What follows belongs to an exercise in optimizing a design on an open flow for small area; a production flow would make more cautious choices. In this exercise RTL edits were held to simulation tests only and were not proved equivalent to the original. No driver is modelled on the clock port, so clocking that relies on it looks cheaper here than on a real chip.

## frequence_divider
module frequence_divider(input iClk, input rst, output reg oClk);
	localparam [24:0] T = 25'h170b9c5;
	reg  [24:0] s;
	wire [24:0] d;
	wire rstn, x, tcn, oclk_x;
	fd_inv   u_rstn (.a(rst), .y(rstn));
	fd_nor2  u_d1 (.a(rst), .b(s[0]), .y(d[1]));
	fd_nand2 u_d2 (.a(rstn), .b(s[1]), .y(d[2]));
	fd_nor2  u_d3 (.a(rst), .b(s[2]), .y(d[3]));
	fd_nor2  u_d4 (.a(rst), .b(s[3]), .y(d[4]));
	fd_nor2  u_d5 (.a(rst), .b(s[4]), .y(d[5]));
	fd_nand2 u_d6 (.a(rstn), .b(s[5]), .y(d[6]));
	fd_nand2 u_d7 (.a(rstn), .b(s[6]), .y(d[7]));
	fd_nand2 u_d8 (.a(rstn), .b(s[7]), .y(d[8]));
	fd_nor2  u_d9 (.a(rst), .b(s[8]), .y(d[9]));
	fd_nor2  u_d10 (.a(rst), .b(s[9]), .y(d[10]));
	fd_nand2 u_d11 (.a(rstn), .b(s[10]), .y(d[11]));
	fd_nand2 u_d12 (.a(rstn), .b(s[11]), .y(d[12]));
	fd_nand2 u_d13 (.a(rstn), .b(s[12]), .y(d[13]));
	fd_nor2  u_d14 (.a(rst), .b(s[13]), .y(d[14]));
	fd_nand2 u_d15 (.a(rstn), .b(s[14]), .y(d[15]));
	fd_nor2  u_d16 (.a(rst), .b(s[15]), .y(d[16]));
	fd_nor2  u_d17 (.a(rst), .b(s[16]), .y(d[17]));
	fd_nor2  u_d18 (.a(rst), .b(s[17]), .y(d[18]));
	fd_nor2  u_d19 (.a(rst), .b(s[18]), .y(d[19]));
	fd_nand2 u_d20 (.a(rstn), .b(s[19]), .y(d[20]));
	fd_nand2 u_d21 (.a(rstn), .b(s[20]), .y(d[21]));
	fd_nand2 u_d22 (.a(rstn), .b(s[21]), .y(d[22]));
	fd_nor2  u_d23 (.a(rst), .b(s[22]), .y(d[23]));
	fd_nand2 u_d24 (.a(rstn), .b(s[23]), .y(d[24]));
	fd_xnor2 u_fb (.a(s[24]), .b(s[6]), .y(x));
	fd_nand3 u_d0 (.a(rstn), .b(tcn), .c(x), .y(d[0]));
	wire [5:0] m;
	fd_nand4 u_m0 (.a(s[0]), .b(d[2]), .c(s[2]), .d(d[4]), .y(m[0]));
	fd_nand4 u_m1 (.a(d[5]), .b(d[6]), .c(s[6]), .d(s[7]), .y(m[1]));
	fd_nand4 u_m2 (.a(s[8]), .b(d[11]), .c(s[11]), .d(s[12]), .y(m[2]));
	fd_nand4 u_m3 (.a(s[13]), .b(d[15]), .c(d[17]), .d(d[18]), .y(m[3]));
	fd_nand3 u_m4 (.a(d[20]), .b(s[20]), .c(s[21]), .y(m[4]));
  ...
Settings: LEC_CHECK=0, CAP_MARGIN=20, CORE_MARGIN=2, CORE_UTILIZATION=85, CTS_BUF_LIST=sky130_fd_sc_hd__clkbuf_8, PLACE_DENSITY=0.95, SLEW_MARGIN=20, SYNTH_HIERARCHICAL=1; clock period 20.0 ns.
standard.sh (not shown) runs the stock make flow with config.mk's settings and CLKGATE_MAP_FILE= SYNTH_SCRIPT=/design/flow/synth_recipe.tcl, a recipe that flattens the netlist after the stock synthesis.
==> flow/flow/run.sh <==
#!/bin/bash
# The standard layout with two changes:
#  - the port buffers are buf_1 cells (BUFFER_PORTS_ARGS);
#  - the clock tree is a single clock buffer placed at the centre of the
#    registers (flow/one_clkbuf.tcl, sourced before CTS).
# Each tool's output goes to standard.log in this folder.
set -euo pipefail
export BUFFER_PORTS_ARGS="-buffer_cell sky130_fd_sc_hd__buf_1"
export PRE_CTS_TCL="$PWD/flow/one_clkbuf.tcl"
export ONE_CLKBUF_CELL="${ONE_CLKBUF_CELL:-sky130_fd_sc_hd__clkbuf_8}"
bash standard.sh > standard.log 2>&1
==> flow/flow/one_clkbuf.tcl <==
# Sourced by ORFS's cts.tcl before it builds the clock tree. It replaces
# clock_tree_synthesis with a tree of one clock buffer: the clock port drives
# the buffer, the buffer drives every register's clock pin. The buffer sits at
# the centre of the registers; cts.tcl's detailed placement legalises it.
rename clock_tree_synthesis orfs_clock_tree_synthesis
proc clock_tree_synthesis { args } {
  set block [ord::get_db_block]
  set db [ord::get_db]
  set master [$db findMaster $::env(ONE_CLKBUF_CELL)]
  set clk_src [lindex [get_property [lindex [all_clocks] 0] sources] 0]
  set clk_net [$block findNet [get_full_name $clk_src]]
  set sinks [$clk_net getITerms]
  set sx 0
  set sy 0
  foreach it $sinks {
    set bb [[$it getInst] getBBox]
    set sx [expr { $sx + ([$bb xMin] + [$bb xMax]) / 2 }]
    set sy [expr { $sy + ([$bb yMin] + [$bb yMax]) / 2 }]
  }
  set n [llength $sinks]
  set inst [odb::dbInst_create $block $master clkbuf_0_iClk]
  set net [odb::dbNet_create $block clknet_0_iClk]
  $net setSigType CLOCK
  foreach it $sinks {
    $it disconnect
    $it connect $net
  }
  [$inst findITerm A] connect $clk_net
  [$inst findITerm X] connect $net
  $inst setLocation [expr { $sx / $n }] [expr { $sy / $n }]
  $inst setPlacementStatus PLACED
  global_connect
  puts "one_clkbuf: [$master getName] drives $n clock pins"
  set_propagated_clock [all_clocks]
}
The first run never finished: it broke off in 2_4_floorplan_pdn on PDN-0185.
Then changed:
--- a/flow/flow/one_clkbuf.tcl
+++ b/flow/flow/one_clkbuf.tcl
@@ -9,4 +9,4 @@
   set master [$db findMaster $::env(ONE_CLKBUF_CELL)]
-  set clk_src [lindex [get_property [lindex [all_clocks] 0] sources] 0]
-  set clk_net [$block findNet [get_full_name $clk_src]]
+  set clk_port [get_ports [get_property [lindex [all_clocks] 0] sources]]
+  set clk_net [$block findNet [get_name $clk_port]]
   set sinks [$clk_net getITerms]
CORE_UTILIZATION = 40   (was 85)
PLACE_DENSITY = unset   (was 0.95)
Outcome:
- The new run did not get past 4_1_cts (STA-0333)
- synthesized area does not change
- synthesized cell count does not change
